Background: an optimization exercise with open tools, aiming at small area. Do not read the settings as production practice. At most, simulation tests tie the RTL to the original design; equivalence was not proved. The flow treats the clock pin as an ideal source, which a real chip does not have. Power figures rest on the tool's default switching activity, not on a simulated workload.

Design mch_codec, start of the top module:
module mch_codec
(
    input   btnl,  
    input   clk,   
    input   btnr,  
    input   btnd,  
    input   [15:0] sw,
    input   rxsd,
    output  reg txsd,
    output  [6:0] seg,
    output  dp,
    output  [3:0] an,
    output  reg [15:0] led
);
assign seg = 7'b1111111;
assign dp  = 1'b0;
reg [4:0] q25p;
reg [1:0] q4p;
localparam [4:0] L0 = 5'd0, L1 = 5'd1, L21 = 5'd22, L22 = 5'd13, L23 = 5'd26, L24 = 5'd20;
wire p99 = (q4p == 2'd3) & (q25p == L24);
wire stb = (q4p == 2'd3) & (q25p == L22);
always @(posedge clk or posedge btnl)
    if (btnl)
        begin q25p <= L21;  q4p <= 2'd3; end
    else if (q25p == L24)
        begin q25p <= L0;  q4p <= q4p + 2'd1; end
    else
        q25p <= {q25p[3:0], ~(q25p[4] ^ q25p[2])};
wire start, lsel_tg;
debounce u_debounce0 (.btnl(btnl), .clk(clk), .stb(stb), .ph2(p99), .btn(btnr), .fire(start));
debounce u_debounce1 (.btnl(btnl), .clk(clk), .stb(stb), .ph2(p99), .btn(btnd), .fire(lsel_tg));
reg lsel;
assign an = {lsel, ~lsel, ~lsel, lsel};
always @(posedge clk or posedge btnl)
    if (btnl)
        lsel <= 1'b0;
    else if (lsel_tg)
        lsel <= ~lsel;
reg [6:0] q80;       
always @(posedge clk or posedge btnl)
    if (btnl)
        q80 <= 127;
    else if (start)
        q80 <= 0;
    else if (p99)
        q80 <= (q80 < 80) ? q80 + 1'b1 : 7'd127;
reg [3:0] nib;
reg       sbit;
wire      lt   = (nib < 10);
wire [3:0] low = lt ? nib : nib + 4'd7;
wire      cap  = (q4p == 3) & (q25p == L23) & (q80[2:0] == 3'd2) &
                 (q80[6:3] >= 4'd3) & (q80[6:3] <= 4'd7);
always @(posedge clk)
    if (cap)
        begin
            sbit <= low[0];
            case (q80[5:3])
            3'd3: nib <= sw[15:12];
            3'd4: nib <= sw[11:8];
            3'd5: nib <= sw[7:4];
            3'd6: nib <= sw[3:0];
            default: ;
            endcase
        end
wire [2:0] j = {~q80[2], q80[1:0]};      
reg        cbit;
always @*
  ...
Size in the first run: ~130 flip-flops, ~50 I/O pins, about 0.0062 mm² of cells after synthesis.
Settings: LEC_CHECK=0, CAP_MARGIN=20, CORE_MARGIN=2, CORE_UTILIZATION=40, CTS_BUF_LIST=sky130_fd_sc_hd__clkbuf_8, SLEW_MARGIN=20; clock period 10.0 ns.
standard.sh (not shown) runs the stock make flow with config.mk's settings and CLKGATE_MAP_FILE= SYNTH_SCRIPT=/design/flow/synth_recipe.tcl, a recipe that flattens the netlist after the stock synthesis.
==> flow/flow/run.sh <==
#!/bin/bash
# Standard ORFS layout with two changes: ports are buffered with the
# smallest buffer, and CTS inserts no dummy loads.
set -euo pipefail
export BUFFER_PORTS_ARGS="-buffer_cell sky130_fd_sc_hd__buf_1"
export CTS_ARGS="-sink_clustering_enable -repair_clock_nets -buf_list sky130_fd_sc_hd__clkbuf_8 -dont_use_dummy_load"
bash standard.sh > standard_flow.log 2>&1
Rerun with:
==> flow/run.sh (new file) <==
#!/bin/bash
# synth_recipe.tcl (not shown) runs the flow's synth.tcl, then flattens the netlist and writes it again
# the make line also repeats each setting of config.mk as NAME=value (left out here)
make -C /OpenROAD-flow-scripts/flow DESIGN_CONFIG=/design/flow/config.mk WORK_HOME=/design/flow/orfs CLKGATE_MAP_FILE= SYNTH_SCRIPT=/design/flow/synth_recipe.tcl finish
removed: flow/flow/run.sh
removed: flow/standard.sh
Result: Area after synthesis stays the same. Utilization increases by 2.8 points. Total power increases by 12%.

## v6
The RTL this note starts from:
==> flow/design.v <==
module debounce(
    input  btnl,
    input  clk,
    input  stb,      
    input  ph2,      
    input  btn,
    output fire
    );
reg       btn0, btn1, key, rose;
reg [4:0] btn_cnt;
localparam [4:0] C29 = 5'd24, C30 = 5'd16;
assign fire = rose & ph2;
always @(posedge clk or posedge btnl)
begin
    if (btnl)
        begin
            btn0 <= 0;  btn1 <= 0;  btn_cnt <= 0;  key <= 0;
        end
    else if (stb)
        begin
            btn0 <= btn;  btn1 <= btn0;
            if (btn0 ^ btn1)
                btn_cnt <= 0;
            else if (btn_cnt != C30)
                btn_cnt <= {btn_cnt[3:0], ~(btn_cnt[4] ^ btn_cnt[2])};
            if (btn_cnt == C29)
                key <= btn1;
        end
end
always @(posedge clk)
    if (stb)
        rose <= (btn_cnt == C29) & btn1 & ~key;
endmodule
module mch_codec
(
    input   btnl,  
    input   clk,   
    input   btnr,  
    input   btnd,  
    input   [15:0] sw,
    input   rxsd,
    output  reg txsd,
    output  [6:0] seg,
    output  dp,
    output  [3:0] an,
    output  reg [15:0] led
);
assign seg = 7'b1111111;
assign dp  = 1'b0;
reg [4:0] q25p;
reg [1:0] q4p;
localparam [4:0] L0 = 5'd0, L1 = 5'd1, L21 = 5'd22, L22 = 5'd13, L23 = 5'd26, L24 = 5'd20;
wire p99 = (q4p == 2'd3) & (q25p == L24);
wire stb = (q4p == 2'd3) & (q25p == L22);
always @(posedge clk or posedge btnl)
    if (btnl)
        begin q25p <= L21;  q4p <= 2'd3; end
    else if (q25p == L24)
        begin q25p <= L0;  q4p <= q4p + 2'd1; end
    else
        q25p <= {q25p[3:0], ~(q25p[4] ^ q25p[2])};
wire start, lsel_tg;
debounce u_debounce0 (.btnl(btnl), .clk(clk), .stb(stb), .ph2(p99), .btn(btnr), .fire(start));
debounce u_debounce1 (.btnl(btnl), .clk(clk), .stb(stb), .ph2(p99), .btn(btnd), .fire(lsel_tg));
reg lsel;
assign an = {lsel, ~lsel, ~lsel, lsel};
always @(posedge clk or posedge btnl)
    if (btnl)
        lsel <= 1'b0;
    else if (lsel_tg)
        lsel <= ~lsel;
reg [6:0] u;
always @(posedge clk or posedge btnl)
    if (btnl)
        u <= 127;
    else if (start)
        u <= 4;
    else if (p99)
        u <= (u < 83) ? u + 1'b1 : 7'd127;
reg [3:0] nib;
reg       sbit;
wire      lt   = (nib < 10);
wire [3:0] low = lt ? nib : nib + 4'd7;
wire      cap  = (q4p == 3) & (q25p == L23) & (u[2:0] == 3'd6);
always @(posedge clk)
    if (cap)
        begin
            sbit <= low[0];
            case (u[4:3])
            2'd3: nib <= sw[15:12];
            2'd0: nib <= sw[11:8];
            2'd1: nib <= sw[7:4];
            default: nib <= sw[3:0];
            endcase
        end
wire [2:0] j = u[2:0];
reg        cbit;
always @*
    case (j)
    3'd0: cbit = 1'b0;
    3'd1: cbit = ~lt;
    3'd2: cbit = lt;
    3'd3: cbit = lt;
    3'd4: cbit = low[3];
    3'd5: cbit = low[2];
    3'd6: cbit = low[1];
    default: cbit = sbit;
    endcase
reg bbit;
always @*
    if (u < 24)         bbit = ~u[1];             
    else if (u < 32)    bbit = (j == 3'd5);       
    else if (u < 64)    bbit = cbit;              
    else                bbit = ~u[1];             
wire sdo = bbit ^ ~q4p[1];
always @(posedge clk or posedge btnl)
    if (btnl)
        txsd <= 1;
    else if ((q25p == L1) & q4p[0])
        begin
            if (u < 16)         txsd <= u[1];
            else if (u < 72)    txsd <= sdo;
            else if (u < 84)    txsd <= ~u[1];
            else                txsd <= 1'b1;
        end
reg       rd0, rd1, rxing;
reg       chi;
reg [4:0] clo;
reg       pl0, pl1;
reg [7:0] acnt;
reg       bad;         
reg  [6:0] tpd;                  
wire [7:0] rbyte = {tpd, ~rd0};   
wire rR = pl0 & ~pl1;
wire rF = pl1 & ~pl0;
always @(posedge clk or posedge btnl)
    if (btnl)
        begin rd0 <= 1;  rd1 <= 1; end
    else
        begin rd0 <= rxsd;  rd1 <= rd0; end
always @(posedge clk or posedge btnl)
    if (btnl)
        begin rxing <= 0;  chi <= 1; end
    else if (~rxing & rd1 & ~rd0)
        begin rxing <= 1;  chi <= 0; end
    else if (rxing)
        begin
            if (rd0 ^ rd1)
                chi <= 0;
            else if (clo == L24)
                chi <= ~chi;
            if (acnt == 170)    rxing <= 0;
        end
    else
        chi <= 1;
always @(posedge clk)
    if (~rxing | (rd0 ^ rd1) | (clo == L24))
        clo <= L0;
    else
        clo <= {clo[3:0], ~(clo[4] ^ clo[2])};
always @(posedge clk)
    begin pl0 <= chi;  pl1 <= pl0; end
always @(posedge clk)
    if (~rxing)
        acnt <= 0;
    else if (rR)                 
        acnt <= acnt + 1'b1;
always @(posedge clk)
    if (~rxing)
        bad <= 0;
    else if (rR & (((acnt < 24) & (rd0 != acnt[2])) | ((acnt == 8'd38) & (rbyte != 8'hcc))))
        bad <= 1;
reg [3:0] d0, d1, d2, d3;
reg [3:0] v;
reg       x0, x1, cm;
reg [3:0] nb0, nb1, nb2, nb3;
wire       dig   = (rbyte[7:4] == 4'h3) & (rbyte[3:0] < 10);
wire       alp   = (rbyte[7:4] == 4'h4) & (rbyte[3:0] > 0) & (rbyte[3:0] < 7);
wire       rvld  = dig | alp;
wire [3:0] rdec  = rbyte[6] ? rbyte[3:0] + 4'd9 : rbyte[3:0];    
always @(posedge clk)
    if (rR)
        begin
            if (~acnt[0])
                tpd <= rbyte[6:0];
            if (~acnt[7] & (acnt[3:0] == 4'd6))
                case (acnt[5:4])
                2'd0: begin d0 <= rdec;  v[0] <= rvld; end
                2'd1: begin d1 <= rdec;  v[1] <= rvld; end
                2'd2: begin d2 <= rdec;  v[2] <= rvld; end
                2'd3: begin d3 <= rdec;  v[3] <= rvld; end
                endcase
        end
always @(posedge clk or posedge btnl)
    if (btnl)
        begin x0 <= 1;  x1 <= 1;  cm <= 0; end
    else
        begin
            x0 <= pl1;  x1 <= x0;
            cm <= x1 & ~x0 & (acnt == 8'd142) & ~bad;
        end
always @(posedge clk or posedge btnl)
    if (btnl)
        begin nb0 <= 0;  nb1 <= 0;  nb2 <= 0;  nb3 <= 0; end
    else if (cm)
        begin
            if (v[0]) nb0 <= d0;
            if (v[1]) nb1 <= d1;
            if (v[2]) nb2 <= d2;
            if (v[3]) nb3 <= d3;
        end
always @(posedge clk or posedge btnl)
    if (btnl)
        led <= 0;
    else if (lsel == 0)
        led <= sw;
    else
        led <= {nb0, nb1, nb2, nb3};
endmodule
Settings: LEC_CHECK=0, CAP_MARGIN=20, CORE_MARGIN=2, CORE_UTILIZATION=50, SLEW_MARGIN=20; clock period 10.0 ns.
==> flow/flow/run.sh <==
#!/bin/bash
# Layout = the standard ORFS flow (standard.sh), with these changes:
#  - synthesis maps logic with an area-oriented ABC script (flow/area.abc,
#    a 60 s &deepsyn AIG optimization, then area-oriented amap mapping);
#    the synthesis script is otherwise the standard flow's own (synth_recipe.tcl);
#  - ports are buffered with the smallest buffer (buf_1);
#  - CTS inserts no dummy loads, uses clkbuf_4 under a clkbuf_16 root;
#  - tie cells are not split per load;
#  - after CTS, fix_clk.tcl sizes each clock buffer to the smallest clkbuf
#    that keeps the slew at its loads under CLK_SLEW_TARGET.
# Each tool's output goes to its own log file in this folder.
set -euo pipefail
W=$PWD
{ head -n 1 synth_recipe.tcl; cat flow/abc_area.tcl; tail -n +2 synth_recipe.tcl; } > area_synth.tcl
sed "s#SYNTH_SCRIPT=[^ ]*#SYNTH_SCRIPT=$W/area_synth.tcl#" standard.sh > area_standard.sh
grep -q "SYNTH_SCRIPT=$W/area_synth.tcl" area_standard.sh
export AREA_ABC_SCRIPT=$W/flow/area.abc
export BUFFER_PORTS_ARGS="-buffer_cell sky130_fd_sc_hd__buf_1"
export CTS_ARGS="-sink_clustering_enable -repair_clock_nets -root_buf sky130_fd_sc_hd__clkbuf_16 -buf_list sky130_fd_sc_hd__clkbuf_4 -dont_use_dummy_load"
export SKIP_REPAIR_TIE_FANOUT=1
bash area_standard.sh cts > flow_to_cts.log 2>&1
RES_DIR=orfs/results/sky130hd/mch_codec/base CLK_SLEW_TARGET=0.1 \
  openroad -no_init -exit flow/fix_clk.tcl > fix_clk.log 2>&1
bash area_standard.sh > flow_finish.log 2>&1
==> flow/flow/area.abc <==
&get -n
&st
&deepsyn -T 60
&put
dch
amap
Other scripts of this flow, unchanged in this note and not shown: flow/flow/abc_area.tcl, flow/flow/fix_clk.tcl
Relative to v6, the following input files were edited for v7:
diff --git a/flow/flow/run.sh b/flow/flow/run.sh
--- a/flow/flow/run.sh
+++ b/flow/flow/run.sh
@@ -2,5 +2,5 @@
 # Layout = the standard ORFS flow (standard.sh), with these changes:
 #  - synthesis maps logic with an area-oriented ABC script (flow/area.abc,
-#    a 60 s &deepsyn AIG optimization, then area-oriented amap mapping);
+#    a 60 s &deepsyn AIG optimization, then area-oriented &nf mapping);
 #    the synthesis script is otherwise the standard flow's own (synth_recipe.tcl);
 #  - ports are buffered with the smallest buffer (buf_1);
==> flow/flow/area.abc <==
&get -n
&st
&deepsyn -T 60
&dch
&nf -R 1000 -p
&put
==> comparison <==
In summary, v7 completed successfully, with a layout that passed the timing, DRC and antenna checks.
There was hardly any difference in hold slack between v7 and v6.
~same die span in y in v7 and v6
Compared with v6, v7 shows a lower clock skew.
Share of synthesized cell area in and, or, nand and nor gates: v7 vs v6 down 0.69 points
Against v6, v7 comes in 0.36 ns higher on setup slack.
Changes observed in v7 relative to v6: cell area reported after detailed placement increased about 0.4%, total non-filler cell area in the finished layout increased 0.44%.
Function was not checked in any run of this note: the RTL went through the layout flow alone.

-- what the ideal ports hide --
The flow's constraints put no driver on any port. The routed layouts listed below were extracted and timed again, unchanged, in two steps. Step 1 assumes that a clkbuf_16 drives the clock port and a buf_2 every other input. Step 2 adds t to the input delays and takes it off the output delays; t is the mean of the earliest and latest rising clock arrival at the registers after step 1. Input paths then give back, and output paths get back, about the clock's delay inside the block. a / b / c = no drivers / after step 1 / after step 2; a / b = the first two.
run | t (ns) | setup slack, ns | worst setup path at the end
the first run of note 1 | 0.458 | 6.309 / 6.272 / 6.730 | register to output
the second run of note 1 | 0.463 | 5.869 / 5.835 / 6.298 | register to output
v6 | 0.350 | 6.052 / 6.018 / 6.368 | register to output
v7 | 0.367 | 6.416 / 6.382 / 6.749 | register to output
After both steps setup and hold are still met in every run listed.
